Context: an optimization exercise on an open-source flow, tuned for small area, a short achievable clock period and few clock cycles. The choices shown serve that exercise and are no tape-out recipe. RTL that was checked went through simulation tests only; none was proved equivalent to the original. Function not checked in run 2: the RTL went through the layout flow alone. Power and IR drop assume default switching activity.

==> flow/design.v <==
module Mips_machine (
	input clk,     
	input rst,     
	output [31:0] imem_addr,    
	input  [31:0] imem_rdata,   
	output [31:0] dmem_addr,    
	output [31:0] dmem_wdata,   
	output        dmem_we,      
	input  [31:0] dmem_rdata    
);
wire [31:0] PC_In,PC_Out,InstMem_Out,Reg1;  
wire RegDst,MemToReg,MemWrite,ALUSrcA,RegWrite,IRWrite,PCWrite,BeQ,BnE;
wire[1:0] ALUop,PCSrc,ALUSrcB;
wire [4:0] mux1_out;
wire [31 : 0]Read_Data_1,Read_Data_2,A,B,mux2_out;
wire [31:0] sign_out;
wire [3:0]ALUci;
wire [31:0] mux3_out,ALU_out,ALU_Result,mux4_out;
wire zero;
  wire [31:0] Ram_Out,Reg2;
PC pc(PC_In,PC_Out,rst,clk,(BeQ&&zero)|(BnE&&~zero)|PCWrite);
assign imem_addr = PC_Out;
assign InstMem_Out = imem_rdata;
RegWe reg1(InstMem_Out,Reg1,rst,clk,IRWrite);
assign dmem_addr = ALU_out;
assign dmem_wdata = B;
assign dmem_we = MemWrite;
assign Ram_Out = dmem_rdata;
SimpleReg reg2(Ram_Out,clk,rst,Reg2);
mux2_1 mux2(mux2_out,MemToReg,Reg2,ALU_out);
mux5b_2to1 mux1(mux1_out,RegDst,Reg1[15:11],Reg1[20:16]);
RegFile RegMem(clk,RegWrite,mux1_out,mux2_out,Reg1[25:21],Read_Data_1,Reg1[20:16],Read_Data_2);
DoubleReg reg3(Read_Data_1,Read_Data_2,clk,rst,A,B);
SignExt sgnext(Reg1[15:0],sign_out);
mux_4to1 mux3(mux3_out,ALUSrcB,B,sign_out,32'b1,sign_out);
mux2_1 mux4(mux4_out,ALUSrcA,A,PC_Out);
ALU ALU1(ALUci,mux4_out,mux3_out,zero,ALU_Result);
SimpleReg reg4(ALU_Result,clk,rst,ALU_out);
mux_4to1 mux5(PC_In,PCSrc,ALU_Result,{PC_Out[31:26],Reg1[25:0]},ALU_out,32'b0);
ALU_control ALUCtrl(Reg1[5:0],ALUop,ALUci);
Control C1(Reg1[31:26],rst,clk,MemWrite,IRWrite,RegDst,MemToReg,RegWrite,ALUSrcA,ALUSrcB,ALUop,BeQ,BnE,PCWrite,PCSrc);
endmodule
module Control(
  input [5:0]op,   
  input rst,  
  input clk,
 output reg MemWrite,IRWrite,RegDst,MemToReg,RegWrite,ALUSrcA,
 output reg [1:0] ALUSrcB,ALUop,
 output reg  BeQ,BnE,PCWrite,
 output reg [1:0] PCSrc
);
reg [3:0] state;
reg [3:0] nextState;
parameter s0= 4'd0;
parameter s1= 4'd1;
parameter s2= 4'd2;
parameter s3= 4'd3;
parameter s4= 4'd4;
parameter s5= 4'd5;
parameter s6= 4'd6;
parameter s7= 4'd7;
parameter s8= 4'd8;
parameter s9= 4'd9;
parameter s10= 4'd10;
parameter s11= 4'd11;
parameter s12= 4'd12;    
always @(posedge clk) begin 
  if(~rst)
    state <= s0;
  else
    state <= nextState;
end
always @(*) begin 
  case (state)
      s0:nextState=s1;
      s1:begin
        if(op==6'b101011 || op==6'b100011)
          nextState=s2;   
        else if(op==6'b000000)
          nextState=s5;   
        else if(op==6'b000101)
          nextState=s7;   
        else if(op==6'b000100)
          nextState=s8;   
        else if(op==6'b001000)
          nextState=s9;   
        else if(op==6'b000010)
          nextState=s11;   
        else
          nextState=s1;   
      end
      s2:begin
        if (op==6'b100011)
          nextState=s12;  
        else
          nextState=s4;  
      end
      s12:nextState=s3;
      s3:nextState=s0;
      s4:nextState=s0;
      s5:nextState=s6;
      s6:nextState=s0;
      s7:nextState=s0;
      s8:nextState=s0;
      s9:nextState=s10;
      s10:nextState=s0;
      s11:nextState=s0;
    default :  nextState=s0; 
  endcase
end
always @(*) begin 
  MemWrite=1'b0;
  IRWrite=1'b0;
  RegDst=1'b0;
  MemToReg=1'b0;
  RegWrite=1'b0;
  ALUSrcA =1'b0;     
  ALUSrcB=2'b00;
  ALUop=2'b00;
  BeQ=1'b0;
  BnE=1'b0;
  PCWrite=1'b0;
  PCSrc=2'b00;
  case (state)
    s0:begin
      IRWrite=1'b1;
      ALUSrcA =1'b0;     
      ALUSrcB=2'b01;
      ALUop=2'b00;
      PCSrc=2'b00;
      PCWrite=1'b1;
    end
    s1:begin
      ALUSrcA =1'b0;     
      ALUSrcB=2'b11;
      ALUop=2'b00;
    end
    s2,s12:begin
      ALUSrcA =1'b1;     
      ALUSrcB=2'b10;
      ALUop=2'b00;
    end
    s3:begin
      ALUSrcA =1'b1;     
      ALUSrcB=2'b10;
      RegDst=1'b0;
      MemToReg=1'b1;
      RegWrite=1'b1;
    end
    s4:begin
      ALUSrcA =1'b1;     
      ALUSrcB=2'b10;
      MemWrite=1'b1;
    end
    s5:begin
      ALUSrcA =1'b1;     
      ALUSrcB=2'b00;
      ALUop=2'b10;
    end
    s6:begin
      ALUSrcA =1'b1;     
      ALUSrcB=2'b00;
      ALUop=2'b10;
      RegDst=1'b1;
      MemToReg=1'b0;
      RegWrite=1'b1;
    end
    s7:begin
      ALUSrcA =1'b1;     
      ALUSrcB=2'b00;
      ALUop=2'b01;
      PCSrc=2'b01;
      BnE=1'b1;
    end
    s8:begin
      ALUSrcA =1'b1;     
      ALUSrcB=2'b00;
      ALUop=2'b01;
      PCSrc=2'b01;
      BeQ=1'b1;
    end
    s9:begin
      ALUSrcA =1'b1;     
      ALUSrcB=2'b10;
      ALUop=2'b00;
    end
    s10:begin
      ALUSrcA =1'b1;     
      ALUSrcB=2'b10;
      ALUop=2'b00;
      RegDst=1'b0;
      MemToReg=1'b0;
      RegWrite=1'b1;
    end
    s11:begin
      PCSrc=2'b10;
      PCWrite=1'b1;
    end
    default : begin
      IRWrite=1'b1;
      ALUSrcA =1'b0;     
      ALUSrcB=2'b01;
      ALUop=2'b00;
      PCSrc=2'b00;
      PCWrite=1'b1;
    end
  endcase
end
endmodule  
module ALU
  (
    input [3:0]ALUOp,
    input [31:0]inA,inB,
    output reg Zero, 
    output reg [31:0]Result
  );
  always @ (ALUOp,inA,inB) begin
	case (ALUOp)
      	4'b0000: Result = inA&inB;
      	4'b0001: Result = inA|inB;
        4'b0010: Result = inA+inB;
      	4'b0110: 
      			 Result = inA-inB;
      	4'b0111: begin
          		if(inA<inB)
                  Result = 32'b1;
          		else
                  Result = 32'b0;	
                end
      	default: Result = 32'b0;
    endcase
    if(Result==0)
        Zero=1;
     else
       Zero=0;
  end
endmodule
module ALU_control(input [5:0]funct,
                   input [1:0]ALUOp,
                   output [3:0]ALUci);
  assign ALUci[3]=1'b0;
  assign ALUci[2]=~ALUOp[1]&ALUOp[0] | ALUOp[1]&~ALUOp[0]&funct[5]&~funct[4]&~funct[3]&~funct[2]&funct[1]&~funct[0] | ALUOp[1]&~ALUOp[0]&funct[5]&~funct[4]&funct[3]&~funct[2]&funct[1]&~funct[0];
  assign ALUci[1]=~ALUOp[1]&~ALUOp[0] | ~ALUOp[1]&ALUOp[0] | ALUOp[1]&~ALUOp[0]&funct[5]&~funct[4]&~funct[3]&~funct[2]&~funct[1]&~funct[0] | ALUOp[1]&~ALUOp[0]&funct[5]&~funct[4]&~funct[3]&~funct[2]&funct[1]&~funct[0] | ALUOp[1]&~ALUOp[0]&funct[5]&~funct[4]&funct[3]&~funct[2]&funct[1]&~funct[0];
  assign ALUci[0]=ALUOp[1]&~ALUOp[0]&funct[5]&~funct[4]&~funct[3]&funct[2]&~funct[1]&funct[0] | ALUOp[1]&~ALUOp[0]&funct[5]&~funct[4]&funct[3]&~funct[2]&funct[1]&~funct[0];
endmodule
module RegFile(  
      input                    clk,                                       
      input                    FR_WE,                   
      input          [4:0]     FR_Waddr,                
  	  input          [31:0]     FR_Wdata,                
      input          [4:0]     FR_RAddr_1,              
  	  output         [31:0]     FR_Rdata_1,             
      input          [4:0]     FR_RAddr_2,  
  	  output         [31:0]     FR_Rdata_2  
 );  
  	  reg     [31:0] reg_File [31:0];           
      always @ (posedge clk ) begin   
                if(FR_WE) begin                         
                     reg_File[FR_Waddr] <= FR_Wdata;    
                end   
      end  
  assign FR_Rdata_1 = reg_File[FR_RAddr_1];
  assign FR_Rdata_2 = reg_File[FR_RAddr_2];
 endmodule
module DoubleReg (     
  input [31:0] DataIn1,DataIn2,
  input clk,reset,     
  output reg [31:0] DataOut1,DataOut2
);
  always @ (posedge clk) begin 
    if(reset == 1'b0) begin
      DataOut1 <= 32'b0;
        DataOut2 <= 32'b0;
    end
    else begin
              DataOut1<=DataIn1;
            DataOut2<=DataIn2;
        end
      end 
endmodule
module SimpleReg (     
	input [31:0] DataIn, 
	input clk,reset,     
	output reg [31:0] DataOut
);
  always @ (posedge clk) begin   
        	if(reset == 1'b0) 
			DataOut <= 32'b0;
		else 
			DataOut<=DataIn;
      end 
endmodule
module RegWe (PCNext, PCResult, reset, clk,PCWrite);
    input               reset;                   
    input               clk;                     
    input               PCWrite;                 
    input       [31:0]  PCNext;                  
    output reg  [31:0]  PCResult;                
    always @(posedge clk)
    begin
      if (!reset)PCResult <= 32'h00000000;            
      else if (PCWrite)PCResult <= PCNext;              
    end
endmodule
module PC (PCNext, PCResult, reset, clk,PCEn);
    input               reset;                   
    input               clk;                     
    input               PCEn;                 
    input       [31:0]  PCNext;                  
    output reg  [31:0]  PCResult;                
    always @(posedge clk)
    begin
      if (!reset)PCResult <= 32'h00000000;            
      else if (PCEn)PCResult <= PCNext;              
    end
endmodule
module SignExt(
  input wire [15:0] DataIn,
  output reg [31:0] DataOut);
  always @*
    begin
      if (DataIn[15]==0)
        DataOut[31:16] = 16'b0000000000000000;
      else
        DataOut[31:16] = 16'b1111111111111111;
		DataOut[15:0] = DataIn;
    end
endmodule
module mux_4to1 (Z,Sel,V,W,X,Y);
  parameter WID = 32;
  input wire [WID-1:0] V,W,X,Y;
  input wire [1:0] Sel;
  output wire [WID-1:0] Z;
  assign Z= Sel[0]? (Sel[1]? Y:X) : (Sel[1]? W:V);
endmodule
module mux2_1 (Z,Sel,X,Y);
  parameter WID = 32;
  input wire [WID-1:0] X, Y;
  input wire Sel;
  output wire [WID-1:0] Z;
  assign Z= Sel ? X:Y;
endmodule
module mux5b_2to1 (Z,Sel,X,Y);    
  parameter WID = 5;
  input wire [WID-1:0] X, Y;
  input wire Sel;
  output wire [WID-1:0] Z;
  assign Z= Sel ? X:Y;
endmodule
==> flow/run.sh <==
#!/bin/bash
# synth_recipe.tcl (not shown) runs the flow's synth.tcl, then flattens the netlist and writes it again
# the make line also repeats each setting of config.mk as NAME=value (left out here)
make -C /OpenROAD-flow-scripts/flow DESIGN_CONFIG=/design/flow/config.mk WORK_HOME=/design/flow/orfs CLKGATE_MAP_FILE= SYNTH_SCRIPT=/design/flow/synth_recipe.tcl finish
==> flow/config.mk <==
export PLATFORM = sky130hd
export DESIGN_NAME = Mips_machine
export DESIGN_NICKNAME = Mips_machine
export VERILOG_FILES = /design/flow/design.v
export SDC_FILE = /design/flow/constraint.sdc
export NUM_CORES = 4
export LEC_CHECK = 0
export CAP_MARGIN = 20
export CORE_MARGIN = 2
export CORE_UTILIZATION = 40
export SLEW_MARGIN = 20
==> flow/constraint.sdc <==
create_clock -name core_clock -period 8.0 [get_ports {clk}]
set_input_delay 1.6000 -clock core_clock [delete_from_list [all_inputs] [get_ports {clk}]]
set_output_delay 1.6000 -clock core_clock [all_outputs]
set_load 0.01 [all_outputs]
==> results of run 1 <==
==> sequential cells by signal, summed over array words and instances (netlist names) <==
| register | count |
|---|---|
| reg3.DataOut2 | 32 |
| reg3.DataOut1 | 32 |
| RegMem.reg_File | 1024 |
| reg2.DataOut | 32 |
| mux1.Sel | 1 |
| pc.PCResult | 32 |
| C1.RegWrite | 1 |
| mux2.Sel | 1 |
| BeQ | 1 |
| BnE | 1 |
| mux3.Sel | 2 |
| mux5.Sel | 2 |
| PCWrite | 1 |
| C1.state | 4 |
| mux4.Sel | 1 |
| dmem_we | 1 |
| reg4.DataOut | 32 |
| ALUCtrl.ALUOp | 1 |
| C1.IRWrite | 1 |
| reg1.PCResult | 32 |
==> layer usage <==
metal	part of all wire	up-vias	global-route usage
met3	0.074	330	0.0344
li1	-	15153	-
met5	0	-	0
met1	0.39	19413	0.324
met4	0.036	0	0.0850
met2	0.50	1648	0.410
==> stage by stage <==
stage	worst slack, ns	util	cells
2_1_floorplan	2.60	-	3680
3_3_place_gp	1.06	0.430	5697
3_5_place_dp	0.968	0.430	5697
4_1_cts	0.947	0.457	5925
5_1_grt	0.624	0.457	5925
6_report	0.870	0.457	5929
==> worst min path at each step <==
stage	slack [ns]	start	to
6_report	0.49	pc.PCResult[0]$_SDFFE_PN0P_	pc.PCResult[0]$_SDFFE_PN0P_
5_1_grt	0.51	pc.PCResult[0]$_SDFFE_PN0P_	pc.PCResult[0]$_SDFFE_PN0P_
4_1_cts	0.49	pc.PCResult[0]$_SDFFE_PN0P_	pc.PCResult[0]$_SDFFE_PN0P_
3_5_place_dp	0.48	pc.PCResult[0]$_SDFFE_PN0P_	pc.PCResult[0]$_SDFFE_PN0P_
3_3_place_gp	0.48	pc.PCResult[19]$_SDFFE_PN0P_	pc.PCResult[19]$_SDFFE_PN0P_
2_1_floorplan	0.48	pc.PCResult[22]$_SDFFE_PN0P_	pc.PCResult[22]$_SDFFE_PN0P_
==> logic make-up after synthesis <==
logic type / count (synthesis) / share of synthesized area
XOR/XNOR: 29 / 0.00429
flip-flops: 1234 / 0.574
AO/OA/AOI/OAI: 444 / 0.0494
buffers and inverters: 377 / 0.0238
AND/OR/NAND/NOR: 647 / 0.0552
adder cells (fa/ha/maj): 116 / 0.0241
multiplexers: 833 / 0.269
==> power by group through the flow <==
stage | sequential [mW] | clock [mW] | combinational, mW
2_1_floorplan | 8.29 | 0 | 5.59
3_3_place_gp | 8.78 | 0 | 8.20
3_5_place_dp | 8.78 | 0 | 8.19
4_1_cts | 8.64 | 6.12 | 8.22
5_1_grt | 8.67 | 6.38 | 8.84
6_report | 8.65 | 6.06 | 8.28
==> layout make-up <==
cell class,count,area (µm²),area share
Sequential cell,1234,35000,0.505
Antenna cell,4,10.0,0.000144
Tap cell,2030,2540,0.0366
Clock inverter,73,926,0.0134
Clock buffer,155,3260,0.0470
Timing Repair Buffer,242,2340,0.0337
Inverter,122,458,0.00661
Multi-Input combinational cell,2069,24800,0.358
==> worst max-delay path, cell delays in order (launching register included) <==
cell      delay (ns)
dfxtp_1         0.34
nor2_4          0.78
a22oi_1         0.28
ha_1            0.35
nor2b_1         0.17
or4_1           0.55
or4b_1          0.52
o21ai_2         0.35
xnor2_1         0.18
o221ai_2        0.16
or3_1           0.42
nor4_1          0.25
nand4_1         0.32
or4b_1          0.64
o31a_1          0.55
or2_2           0.75
o32ai_1         0.41
==> placed cells by master, fill, tap and decap left out, drive strengths merged, types with 24 or more instances in the layout <==
cell type	n
a21oi	118
dfxtp	210
ha	114
o21ai	99
mux4	640
and2	67
nor3	33
inv	126
clkbuf	155
edfxtp	1024
mux2i	147
nor2	130
nor2b	134
clkdlybuf4s50	161
buf	81
o31ai	24
clkinv	39
nand2	152
mux2	46
==> summary.md, run 1 <==
| Metric | Value |
|---|---|
| Status | complete, no violations |
| Synth area leaders | edfxtp_1 50%, mux4_2 24%, dfxtp_1 6.9% |
| Crit path kind | register to register |
| Hold WS | slightly below 0.5 ns |
| Pin count of the biggest net entering global routing | between 100 and 150 |
| Fin Setup TNS | 0 ns |
| Total power | approximately 23 mW |
| # setup viols final | 0 |
| Flop2flop setup slack | ~0.87 ns |
| End of the critical path | pc.PCResult[28]$_SDFFE_PN0P_ |
| Final hold vios | 0 |
| Clk pwr share | 0.264 |
| Relative slew slack | 0.219 |
| Fin. max-slew vios | 0 |
| Core area | around 0.15 mm² |
| Cells on worst reg2reg path | 16 |
| Post-CTS setup buffer count | 0 |
| Initial antenna violation count | 7 |
| H-tree depth | 3 |
| Syn_nets | approximately 3900 |
| Reg clk slew, reported paths | ~0.06 ns |
| Row count | 143 |
| Clock period minus worst slack | between 7 and 8 ns |
| Final period util | 0.891 |
| Cells after Synth | 3680 |
| Layout cells sized above 1 | 0.270 |
| CP endpoint kind | register |
| CP startpoint | mux3.Sel[1]$_DFF_P_ |
| GPL Wtd Cong | 0.981 |
| Synthesized area | 0.0609 mm² |
| Startpoint types | register |
| Unique masters post-synth | 101 |
| HPWL Detailed | 119000 µm |
| Nets@finish | about 4000 |
| Root buf cell | clkbuf_16 |
| Primary FF master, synth | edfxtp_1 |
| WL final | 191000 µm |
| Starting Density | 0.402 |
| Clock latency on the worst-skew pair | about 0.76 ns |
| Die height | about 390 µm |
| CTS tree | built |
| Via-per-instance ratio | roughly 6 |
| Max-Cap Viols | 0 |
| Combinational power share | 0.360 |
| CP Data Arrival Time | a little under 8 ns |
| Post-CTS Hold Fix Bufs | 0 |
| Vias in the first global route | about 37000 |
| Number of DRC markers in iteration 0 | about 3800 |
| Clock Skews | between 0.03 and 0.04 ns |
| Unrepaired setup endpoints after global routing | false |
| Seq/Total Area, Yosys | 0.574 |
| Data required, critical path | slightly below 9 ns |
| Post-route DRC violation count | 0 |
| Gr usage total | 0.244 |
| EDFF count, synth | ~1000 |
| Top-area cell type share of the netlist area | 0.505 |
| Cell Pwr Density | 332 mW/mm² |
| Fill cells | around 13000 |
| CTS Buf Count | about 120 |
| Die area | between 0.15 and 0.2 mm² |
| Design area | between 0.06 and 0.07 mm² |
| Area leader, netlist | edfxtp_1 |
| Synthesis warning total | 8 |
| Cell Int Power | 14.8 mW |
| Number of port buffers | around 160 |
| Gr ovfl total | 0 |
| P_leak | around 22 nW |
| Async set or reset register ratio after synthesis | 0 |
| Maximum clock frequency | ~140 MHz |
| Worst Hold Depth | 2 |
| Register bit total from synthesis | 1234 |
| Dpl cell area | 0.0651 mm² |
| Slew @ Worst Pin | approximately 1.2 ns |
| Post_cts resized | 0 |
| CTS sink count | approximately 1200 |
| Post-route ant nets | 0 |
| IR drop worst, VDD | about 190 µV |
| First-pass GRT wire length | around 270000 µm |
| FF-to-FF End | pc.PCResult[28]$_SDFFE_PN0P_ |
| Min-delay worst type | register to register |
| Clk buf depth | 3 |
| Mapped Avg Cell Area | roughly 17 µm² |
| Switch share | 0.355 |
| TritonRoute pass-1 iters | 6 |
| Vias | between 30000 and 40000 |
| R2r startpoint | mux3.Sel[1]$_DFF_P_ |
| Switching power | ~8.2 mW |
| Most frequent cell after synthesis | edfxtp_1 |
| Synth-to-Final Area Change | 13.8% |
| CP max FO | 32 |
| Post-synth top cells | 1024 x edfxtp_1, 640 x mux4_2, 210 x dfxtp_1 |
| # IOs | 163 |
| Sequential share of power | 0.376 |
| DIE WIDTH | ~390 µm |
| DR WL/cell | around 32 µm |
Testbench counts, summed over its fixed seeds: cycles 214,821.
==> run 2: changes to the inputs <==
==> flow/design.v (replaced) <==
module Mips_machine (
	input clk,     
	input rst,     
	output [31:0] imem_addr,    
	input  [31:0] imem_rdata,   
	output [31:0] dmem_addr,    
	output [31:0] dmem_wdata,   
	output        dmem_we,      
	input  [31:0] dmem_rdata    
);
reg [31:0] pc;
reg [31:0] rf [0:31];
reg        e_wen;     
reg        e_lw;
reg        e_sw;
reg  [4:0] e_rd;
reg [31:0] e_res;     
reg [31:0] e_sd;      
wire [31:0] wb = e_lw ? dmem_rdata : e_res;
assign dmem_addr  = e_res;
assign dmem_wdata = e_sd;
assign dmem_we    = e_sw;
always @(posedge clk)
  if (e_wen) rf[e_rd] <= wb;
wire [31:0] ins = imem_rdata;
wire  [5:0] op  = ins[31:26];
wire  [4:0] rs  = ins[25:21];
wire  [4:0] rt  = ins[20:16];
wire  [4:0] rd  = ins[15:11];
wire  [5:0] fn  = ins[5:0];
wire is_r    = op == 6'h00;
wire is_addi = op == 6'h08;
wire is_lw   = op == 6'h23;
wire is_sw   = op == 6'h2B;
wire is_beq  = op == 6'h04;
wire is_bne  = op == 6'h05;
wire is_j    = op == 6'h02;
wire [31:0] va = (e_wen && e_rd == rs) ? wb : rf[rs];
wire [31:0] vb = (e_wen && e_rd == rt) ? wb : rf[rt];
wire f_sub = is_r & fn[1];
wire f_and = is_r & ~fn[1] & fn[2] & ~fn[0];
wire f_or  = is_r & ~fn[1] & fn[2] & fn[0];
wire f_slt = is_r & fn[1] & fn[3];
wire [31:0] opb = is_r ? vb : {{16{ins[15]}}, ins[15:0]};
wire [32:0] sum = {1'b0, va} + {1'b0, f_sub ? ~opb : opb} + {32'd0, f_sub};
reg  [31:0] res;
always @(*) begin
  if (f_and)      res = va & vb;
  else if (f_or)  res = va | vb;
  else if (f_slt) res = {31'd0, ~sum[32]};
  else            res = sum[31:0];
end
wire eq    = va == vb;
wire taken = (is_beq & eq) | (is_bne & ~eq);
wire [31:0] pc1  = pc + 32'd1;
wire [31:0] btgt = pc1 + {{16{ins[15]}}, ins[15:0]};
wire [31:0] jtgt = {pc1[31:26], ins[25:0]};
assign imem_addr = pc;
always @(posedge clk) begin
  if (!rst) begin
    pc    <= 32'd0;
    e_wen <= 1'b0;
    e_lw  <= 1'b0;
    e_sw  <= 1'b0;
  end else begin
    pc    <= taken ? btgt : is_j ? jtgt : pc1;
    e_wen <= is_r | is_addi | is_lw;
    e_lw  <= is_lw;
    e_sw  <= is_sw;
  end
  e_rd  <= is_r ? rd : rt;
  e_res <= res;
  e_sd  <= vb;
end
endmodule
--- a/flow/config.mk
+++ b/flow/config.mk
@@ -5,7 +5,9 @@
 export SDC_FILE = /design/flow/constraint.sdc
 export NUM_CORES = 4
 export LEC_CHECK = 0
+export ABC_CLOCK_PERIOD_IN_PS = 3500
 export CAP_MARGIN = 20
 export CORE_MARGIN = 2
 export CORE_UTILIZATION = 40
+export SETUP_SLACK_MARGIN = 4.5
 export SLEW_MARGIN = 20
==> summary.md, run 2 <==
| Metric | Value |
|---|---|
| Final period util | 0.712 (-0.179) |
| Simple-Gate Fraction of Synth Area | 0.0357 (-0.0196) |
| Worst Hold Depth | 3 (+1) |
| Reg clk slew, reported paths | 0.06 ns (about the same) |
| Flip-flop count of the largest register after layout | 1024 (unchanged) |
| H-tree depth | 3 (unchanged) |
| Post-Layout Cell Count | 5638 (-4.9%) |
| Startpoint types | primary input |
| Register bit total from synthesis | 1128 (-8.6%) |
| Cells after Synth | 3280 (-11%) |
| CP Data Arrival Time | 6.32 ns (-1.45 ns) |
| Crit path max-delay cell type | mux4_2 |
| Flop2flop setup slack | 2.80 ns (+1.93 ns) |
| Number of DRC markers in iteration 0 | 4636 (+23%) |
| Min-delay worst type | register to register |
| Compound-Gate Fraction of Synth Area | 0.0417 (-0.00762) |
| First-pass GRT wire length | 261000 µm (-4.1%) |
| Most frequent cell after synthesis | edfxtp_1 |
| Post-CTS Hold Fix Bufs | 0 (unchanged) |
| HPWL Detailed | 108000 µm (-9.4%) |
| DR WL/cell | 32.9 µm (+2.2%) |
| Gr usage total | 0.253 (+0.00954) |
| P_leak | 23.5 nW (+4.5%) |
| EDFF count, synth | 1024 (unchanged) |
| Unrepaired setup endpoints after global routing | true |
| Fin. max-slew vios | 0 (unchanged) |
| Hold path endpoint | pc[30]$_SDFF_PN0_ |
| Post-Synth Adder-Cell Area | 0.0304 (+0.00632) |
| IR drop worst, VDD | 202 µV (+6.5%) |
| Commonest non-fill, non-tap cell in the layout | edfxtp_1 |
| Via-per-instance ratio | 6.25 (+1.3%) |
| Starting Density | 0.402 (+0.000429) |
| Pin count of the biggest net entering global routing | 69 (-39%) |
| Synth area leaders | edfxtp_1 54%, mux4_2 25%, dfxtp_1 3.7% |
| Mux cell area share after synthesis | 0.276 (+0.00614) |
| Status | complete, no violations |
| Synthesis warning total | 1 (-7) |
| Post-route ant nets | 0 (unchanged) |
| Placed cells | 5232 (-8.2%) |
| Root buf cell | clkbuf_16 |
| Slew @ Worst Pin | 1.17 ns (+0.000378 ns) |
| WL final | 185000 µm (-2.9%) |
| Clock period minus worst slack | 5.70 ns (-1.43 ns) |
| Largest family of logic cells by synthesized area | multiplexers |
| CP max FO | 13 (-59%) |
| Post-route DRC violation count | 0 (unchanged) |
| CP endpoint kind | register |
| TritonRoute pass-1 iters | 6 (unchanged) |
| Fin Setup TNS | 0 ns (unchanged) |
| Area leader, netlist | edfxtp_1 |
| Vias | 35217 (-3.6%) |
| Commonest cells after routing, fill and taps aside | 1024 x edfxtp_1, 635 x mux4_2, 184 x buf_4 |
| Nets@finish | 3856 (-2.9%) |
| # IOs | 163 (unchanged) |
| Mapped Avg Cell Area | 17.3 µm² (+4.8%) |
| Seq/Total Area, Yosys | 0.577 (+0.00317) |
| Number of port buffers | 162 (unchanged) |
| DIE WIDTH | 381 µm (-3.3%) |
| R2r startpoint | e_lw$_SDFF_PN0_ |
| Async set or reset register ratio after synthesis | 0 (unchanged) |
| Post-synth top cells | 1024 x edfxtp_1, 634 x mux4_2, 164 x nand2_1 |
| CTS Buf Count | 112 (-7.4%) |
| Clock latency on the worst-skew pair | 0.75 ns (about the same) |
| Primary FF master, synth | edfxtp_1 |
| CTS tree | built |
| Xor/xnor share of the synthesized area | 0.0185 (+0.0142) |
| Clock Skews | 0.0399 ns (+0.00616 ns) |
| Final hold vios | 0 (unchanged) |
| Crit-path cells | buf_16, buf_4, buf_16, mux4_2, mux4_2, mux2i_2, o21ai_2, xnor2_1, a21oi_1, ha_1, a21oi_1, nand2_1, o31a_1, a41oi_2, o31ai_2, a221o_1, buf_4, nand4_1, nand3_1, o41ai_2 |
| CP peak stage delay | 0.53 ns (-0.25 ns) |
| Max-Cap Viols | 0 (unchanged) |
| Cells on worst reg2reg path | 19 (+3) |
| FF-to-FF End | e_res[0]$_DFF_P_ |
| Relative slew slack | 0.218 (-0.000252) |
| Worst min-delay path startpoint | pc[30]$_SDFF_PN0_ |
| Clk buf depth | 3 (unchanged) |
| Gr ovfl total | 0 (unchanged) |
| CTS sink count | 1128 (-8.6%) |
| Initial antenna violation count | 3 (-4) |
| Data required, critical path | 8.62 ns (-0.02 ns) |
| Top-area cell type share of the netlist area | 0.540 (+0.0356) |
| Vias in the first global route | 34980 (-4.5%) |
| Unique masters post-synth | 71 (-30%) |
| Hold WS | 0.700 ns (+0.213 ns) |
| Cell Pwr Density | 224 mW/mm² (-32%) |
| Layout cells sized above 1 | 0.377 (+0.107) |
| # setup viols final | 0 (unchanged) |
| Maximum clock frequency | 175 MHz (+25%) |
| Synth-to-Final Area Change | 22.0% |
| Crit path kind | primary input to register |
| Syn_nets | 3483 (-9.8%) |
| Synthesized area | 0.0569 mm² (-6.6%) |
| GPL Wtd Cong | 0.901 (-8.2%) |
| Die height | 381 µm (-3.3%) |
| Most flops, register | rf |
| Die area | 0.145 mm² (-6.5%) |
| Row count | 138 (-3.5%) |
| Core area | 0.141 mm² (-6.7%) |
## run 2: changes by cell type in the layout (fill, tap and decap cells not counted), sizes merged, moves of 31 or more
cell and delta:
and2 -55, nor2b -122, inv -31, mux2i -61, dfxtp -106, xnor2 +63, buf +227
## run 2: final cells by class
type | instances | area [µm²]
Timing Repair Buffer | 476 | 5800
Inverter | 94 | 358
Multi-Input combinational cell | 1841 | 24200
Fill cell | 11534 | 72000
Antenna cell | 1 | 2.50
Tap cell | 1890 | 2360
Clock inverter | 70 | 779
Sequential cell | 1128 | 32800
Clock buffer | 138 | 3050
## run 2: through the flow
step                      setup WS, ns  instance area (µm²)   util  total power, mW
after floorplan                   1.81                57300      -             8.71
after global placement           0.759                61600  0.435             9.69
after detailed placement         0.761                61600  0.436             9.72
after CTS                         2.46                68700  0.486             15.5
after global routing              2.16                69400  0.491             16.0
final                             2.30                69400  0.491             15.5
## run 2: routing by layer
metal / up-vias / routed length [µm] / share of wire / global-route usage
li1: 14308 / - / - / -
met1: 18653 / 71800 / 0.39 / 0.344
met2: 1891 / 89900 / 0.49 / 0.413
met3: 363 / 16800 / 0.091 / 0.0401
met4: 2 / 6740 / 0.036 / 0.0916
met5: - / 10 / 0.000054 / 0
## run 2: kinds of logic (layout without fill, tap and decap cells)
group	Yosys count	count (layout)
flops	1128	1128
mux	767	767
compound gates	374	374
fa+ha+maj	137	137
simple gates	441	443
other cells	0	1
buf+inv	313	778
xor+xnor	120	120
## run 2: power by group
group	switching, mW	internal (mW)
combinational	1.68	1.13
sequential	0.112	7.11
clock	2.36	3.16
## run 2: critical path: cells and delay by family
family	cells	cell delay [ns]
AOI/OAI and AO/OA	8	1.95
adders and majority gates	1	0.37
and+or+nand+nor	3	0.27
buffers and inverters	4	0.61
muxes	3	1.35
xor gates and xnor gates	1	0.16
## run 2: what timing repair did
item | in CTS | in global routing
resized for setup | 293 | 92
gates cloned | 36 | 5
setup buffers | 124 | 32
pin swaps | 97 | 73
setup endpoints to repair | 82 | 64
hold endpoints to repair | 0 | 0
## run 2: how the worst max path moves through the flow
| stage | startpoint | endpoint | slack [ns] |
|---|---|---|---|
| floorplan | imem_rdata[16] | e_res[30]$_DFF_P_ | 1.81 |
| global placement | imem_rdata[16] | pc[0]$_SDFF_PN0_ | 0.76 |
| detailed placement | imem_rdata[16] | pc[5]$_SDFF_PN0_ | 0.76 |
| CTS | imem_rdata[16] | e_res[31]$_DFF_P_ | 2.46 |
| global route | imem_rdata[16] | e_res[0]$_DFF_P_ | 2.16 |
| finish | imem_rdata[16] | e_res[0]$_DFF_P_ | 2.30 |
==> run 3: changes to the inputs <==
==> flow/design.v (replaced) <==
module Mips_machine (
	input clk,     
	input rst,     
	output [31:0] imem_addr,    
	input  [31:0] imem_rdata,   
	output [31:0] dmem_addr,    
	output [31:0] dmem_wdata,   
	output        dmem_we,      
	input  [31:0] dmem_rdata    
);
reg [31:0] pc;
reg [31:0] rf [0:31];
reg        e_wen;     
reg        e_lw;
reg        e_sw;
reg        e_imm;     
reg  [2:0] e_fn;      
reg  [4:0] e_rd;
reg [31:0] e_a;
reg [31:0] e_b;       
reg [15:0] e_i;
wire [31:0] opb = e_imm ? {{16{e_i[15]}}, e_i} : e_b;
wire [32:0] diff = {1'b0, e_a} - {1'b0, opb};
reg  [31:0] alu;
always @(*) begin
  case (e_fn)
    3'd1:    alu = diff[31:0];
    3'd2:    alu = e_a & opb;
    3'd3:    alu = e_a | opb;
    3'd4:    alu = {31'd0, diff[32]};
    default: alu = e_a + opb;
  endcase
end
wire [31:0] wb = e_lw ? dmem_rdata : alu;
assign dmem_addr  = alu;
assign dmem_wdata = e_b;
assign dmem_we    = e_sw;
always @(posedge clk)
  if (e_wen) rf[e_rd] <= wb;
wire [31:0] ins = imem_rdata;
wire  [5:0] op  = ins[31:26];
wire  [4:0] rs  = ins[25:21];
wire  [4:0] rt  = ins[20:16];
wire  [4:0] rd  = ins[15:11];
wire  [5:0] fn  = ins[5:0];
wire is_r    = op == 6'h00;
wire is_addi = op == 6'h08;
wire is_lw   = op == 6'h23;
wire is_sw   = op == 6'h2B;
wire is_beq  = op == 6'h04;
wire is_bne  = op == 6'h05;
wire is_j    = op == 6'h02;
wire [31:0] va = (e_wen && e_rd == rs) ? wb : rf[rs];
wire [31:0] vb = (e_wen && e_rd == rt) ? wb : rf[rt];
wire eq    = va == vb;
wire taken = (is_beq & eq) | (is_bne & ~eq);
wire [31:0] pc1  = pc + 32'd1;
wire [31:0] btgt = pc1 + {{16{ins[15]}}, ins[15:0]};
wire [31:0] jtgt = {pc1[31:26], ins[25:0]};
assign imem_addr = pc;
reg [2:0] fsel;
always @(*) begin
  fsel = 3'd0;
  if (is_r) begin
    if (fn[1]) fsel = fn[3] ? 3'd4 : 3'd1;
    else if (fn[2]) fsel = fn[0] ? 3'd3 : 3'd2;
  end
end
always @(posedge clk) begin
  if (!rst) begin
    pc    <= 32'd0;
    e_wen <= 1'b0;
    e_lw  <= 1'b0;
    e_sw  <= 1'b0;
  end else begin
    pc    <= taken ? btgt : is_j ? jtgt : pc1;
    e_wen <= is_r | is_addi | is_lw;
    e_lw  <= is_lw;
    e_sw  <= is_sw;
  end
  e_imm <= ~is_r;
  e_fn  <= fsel;
  e_rd  <= is_r ? rd : rt;
  e_a   <= va;
  e_b   <= vb;
  e_i   <= ins[15:0];
end
endmodule
--- a/flow/config.mk
+++ b/flow/config.mk
@@ -5,9 +5,7 @@
 export SDC_FILE = /design/flow/constraint.sdc
 export NUM_CORES = 4
 export LEC_CHECK = 0
-export ABC_CLOCK_PERIOD_IN_PS = 3500
 export CAP_MARGIN = 20
 export CORE_MARGIN = 2
 export CORE_UTILIZATION = 40
-export SETUP_SLACK_MARGIN = 4.5
 export SLEW_MARGIN = 20
==> summary.md, run 3 <==
| Metric | Value |
|---|---|
| End of the critical path | dmem_addr[29] |
| Fin Setup TNS | 0 ns (unchanged) |
| Commonest cells after routing, fill and taps aside | 1024 x edfxtp_1, 521 x mux4_2, 235 x mux2i_1 |
| Async set or reset register ratio after synthesis | 0 (unchanged) |
| Root buf cell | clkbuf_16 |
| Top-area cell type share of the netlist area | 0.496 (-0.0445) |
| Post-route DRC violation count | 0 (unchanged) |
| Status | complete, no violations |
| Slew @ Worst Pin | 1.19 ns (+0.0135 ns) |
| Post-CTS setup buffer count | 0 (-100%) |
| Max-Cap Viols | 0 (unchanged) |
| Number of DRC markers in iteration 0 | 5248 (+13%) |
| Placed cells | 6334 (+21%) |
| Data required, critical path | 6.40 ns (-2.22 ns) |
| Post-synth top cells | 1024 x edfxtp_1, 521 x mux4_2, 236 x mux2i_1 |
| WP buf/inv | 4 (unchanged) |
| CP Data Arrival Time | 6.05 ns (-0.27 ns) |
| Min-delay worst type | register to register |
| DIE WIDTH | 398 µm (+4.3%) |
| Most frequent cell after synthesis | edfxtp_1 |
| Nets@finish | 4629 (+20%) |
| DR WL/cell | 32.6 µm (-0.88%) |
| Clock Skews | 0.0387 ns (-0.00114 ns) |
| CP peak stage delay | 0.71 ns (+0.18 ns) |
| Synth-to-Final Area Change | 13.8% |
| Vias in the first global route | 40976 (+17%) |
| Mapped Avg Cell Area | 14.6 µm² (-16%) |
| Startpoint types | register |
| Final core utilization | 0.458 (-0.0329) |
| Delay-heaviest family, CP | compound AO/OA/AOI/OAI gates |
| Dpl cell area | 0.0665 mm² (+8.0%) |
| Post_cts resized | 1 (-99.7%) |
| Crit path kind | register to primary output |
| Crit-path cells | buf_4, buf_4, mux2i_1, ha_1, nor2_1, nand2_1, a2111oi_4, o31ai_1, a21oi_1, a31oi_1, xor2_1, o21ai_0, o21a_1, inv_1, clkdlybuf4s50_1 |
| Clock latency on the worst-skew pair | 0.76 ns (about the same) |
| Die area | 0.158 mm² (+8.9%) |
| Register bit total from synthesis | 1148 (+1.8%) |
| Starting Density | 0.403 (about the same) |
| H-tree depth | 3 (unchanged) |
| Commonest non-fill, non-tap cell in the layout | edfxtp_1 |
| Die height | 398 µm (+4.3%) |
| GPL Wtd Cong | 0.981 (+8.9%) |
| EDFF count, synth | 1024 (unchanged) |
| P_leak | 24.2 nW (+2.9%) |
| Synth area leaders | edfxtp_1 50%, mux4_2 19%, dfxtp_1 4.0% |
| Syn_nets | 4460 (+28%) |
| Crit path depth | 15 (-25%) |
| Clk buf depth | 3 (unchanged) |
| CP startpoint | e_imm$_DFF_P_ |
| Met1 WL | 82900 µm (+15%) |
| Primary FF master, synth | edfxtp_1 |
| Post-route ant nets | 0 (unchanged) |
| Core area | 0.154 mm² (+8.9%) |
| # setup viols final | 0 (unchanged) |
| Layout cells sized above 1 | 0.226 (-0.151) |
| Post-Layout Cell Count | 6566 (+16%) |
| TritonRoute pass-1 iters | 9 (+3) |
| CTS tree | built |
| FF-to-FF End | pc[29]$_SDFF_PN0_ |
| Seq/Total Area, Yosys | 0.536 (-0.0410) |
| Metal2 WL | 102000 µm (+13%) |
| # IOs | 163 (unchanged) |
| Number of port buffers | 162 (unchanged) |
| Post-CTS Hold Fix Bufs | 0 (unchanged) |
| Clock period minus worst slack | 7.65 ns (+1.95 ns) |
| R2r startpoint | e_imm$_DFF_P_ |
| Met3 WL | 21100 µm (+26%) |
| Max layer used | met5 |
| Flip-flop count of the largest register after layout | 1024 (unchanged) |
| Relative slew slack | 0.199 (-0.0190) |
| Cells after Synth | 4244 (+29%) |
| WL final | 214000 µm (+15%) |
| Final hold vios | 0 (unchanged) |
| Synthesized area | 0.0620 mm² (+9.0%) |
| Design area | 0.0706 mm² (+1.6%) |
| Final period util | 0.957 (+0.244) |
| Setup WS post-layout | 0.346 ns (-1.95 ns) |
| Most flops, register | rf |
| Vias | 41999 (+19%) |
| CTS sink count | 1148 (+1.8%) |
| Crit-path most repeated cell | buf_4 |
| First-pass GRT wire length | 302000 µm (+16%) |
| Hold WS | 0.660 ns (-0.0407 ns) |
| Reg clk slew, reported paths | 0.07 ns (about the same) |
| CTS Buf Count | 119 (+6.3%) |
| Pin count of the biggest net entering global routing | 97 (+41%) |
| Row count | 144 (+4.3%) |
| Total power | 15.8 mW (+1.7%) |
| Unrepaired setup endpoints after global routing | false |
| Cells on worst reg2reg path | 21 (+2) |
| IR drop worst, VDD | 202 µV (+0.14%) |
| Area leader, netlist | edfxtp_1 |
| Synthesis warning total | 1 (unchanged) |
| Flop2flop setup slack | 0.93 ns (-1.87 ns) |
| Unique masters post-synth | 101 (+42%) |
| Initial antenna violation count | 7 (+4) |
| Fin. max-slew vios | 0 (unchanged) |
| Maximum clock frequency | 131 MHz (-26%) |
| Cell Pwr Density | 224 mW/mm² (about the same) |
| Via-per-instance ratio | 6.40 (+2.4%) |
| Crit path max-delay cell type | a2111oi_4 |
| Gr ovfl total | 0 (unchanged) |
| HPWL Detailed | 137000 µm (+27%) |
| CP endpoint kind | primary output |
| Placement Setup Slack | 0.752 ns (-0.00948 ns) |
| Gr usage total | 0.266 (+0.0126) |
| CP max FO | 12 (-1) |
run 3: changes by cell type in the layout (fill, tap and decap cells not counted), sizes merged, moves of 33 or more:
| cell | delta |
|---|---|
| nand2b | +39 |
| o22ai | +40 |
| a22oi | +80 |
| mux4 | -114 |
| a211oi | +33 |
| inv | +61 |
| nand3 | +44 |
| a21oi | +56 |
| o21ai | +43 |
| nand2 | +33 |
| mux2i | +151 |
| nor2 | +88 |
| nor2b | +51 |
| buf | -138 |
run 3: final cells by class:
class                           instances  area [µm²]
Timing Repair Buffer                  321        3030
Clock inverter                         92         931
Clock buffer                          136        3060
Tap cell                             2044        2560
Fill cell                           13458       83500
Inverter                              154         582
Multi-Input combinational cell       2669       27200
Antenna cell                            2        5.00
Sequential cell                      1148       33200
run 3: cells by family (layout without fill, tap and decap cells):
logic type	count (synthesis)	count (layout)	synth area share
flip-flops	1148	1148	0.536
AND/OR/NAND/NOR	860	860	0.0702
multiplexers	786	786	0.233
AO/OA/AOI/OAI	765	765	0.0835
buffers and inverters	427	703	0.0318
adder cells (fa/ha/maj)	150	150	0.0306
XOR/XNOR	108	108	0.0153
other	0	2	0
run 3: power by group:
part	leakage, nW	internal [mW]	switching [mW]	total, mW
Combinational	12.0	1.00	1.94	2.94
Clock	1.94	3.22	2.49	5.71
Sequential	10.2	7.10	0.0721	7.17
Total	24.2	11.3	4.50	15.8
run 3: metal layers:
layer / global-route usage / up-vias
met5: 0 / -
li1: - / 17434
met2: 0.432 / 2383
met1: 0.356 / 21786
met4: 0.0966 / 4
met3: 0.0501 / 392
run 3: worst register-to-register path, delay by kind of cell (launching register included):
family                     cells  cell delay [ns]
AOI/OAI and AO/OA              8             2.72
muxes                          3             1.21
buffers and inverters          5             1.09
and+or+nand+nor                3             1.05
adders and majority gates      1             0.48
DFF                            1             0.31
xor gates and xnor gates       1             0.13
run 3: worst min path at each step:
stage	startpoint	endpoint	slack, ns	depth (start not counted)
final	pc[30]$_SDFF_PN0_	pc[30]$_SDFF_PN0_	0.66	3
after global routing	pc[31]$_SDFF_PN0_	pc[31]$_SDFF_PN0_	0.68	3
after CTS	pc[26]$_SDFF_PN0_	pc[26]$_SDFF_PN0_	0.66	3
after detailed placement	pc[26]$_SDFF_PN0_	pc[26]$_SDFF_PN0_	0.64	3
after global placement	pc[30]$_SDFF_PN0_	pc[30]$_SDFF_PN0_	0.64	3
after floorplan	pc[31]$_SDFF_PN0_	pc[31]$_SDFF_PN0_	0.61	3
Testbench counts of run 3, summed over its fixed seeds: cycles 55,603.

## afterwards: timing with drivers on the ports
The results above use ideal ports. As a check the final layouts listed here were re-extracted and re-timed, cells and wires unchanged. Step 1, drivers: a clkbuf_16 drives clk and a buf_2 each remaining input, both assumed. Step 2 also shifts input and output timing later by t, the mid clock arrival at the registers, as if the neighbouring blocks saw the same clock. a / b / c = ideal ports / drivers / drivers and shift; a / b = the first two.
run | t (ns) | setup WS [ns] | worst setup path at the end | worst slew at a driven data input, ns
run 1 | 0.828 | 0.870 / 0.870 / 0.870 | register to register | 0.07
run 2 | 0.818 | 2.301 / 2.002 / 1.184 | input to register | 0.44
run 3 | 0.821 | 0.346 / 0.263 / 0.663 | input to register | 0.09
After both steps setup and hold are still met in every run listed. For run 2, which loses most, drivers alone change the setup slack by -0.299 ns; drivers and shift together by -1.117 ns.
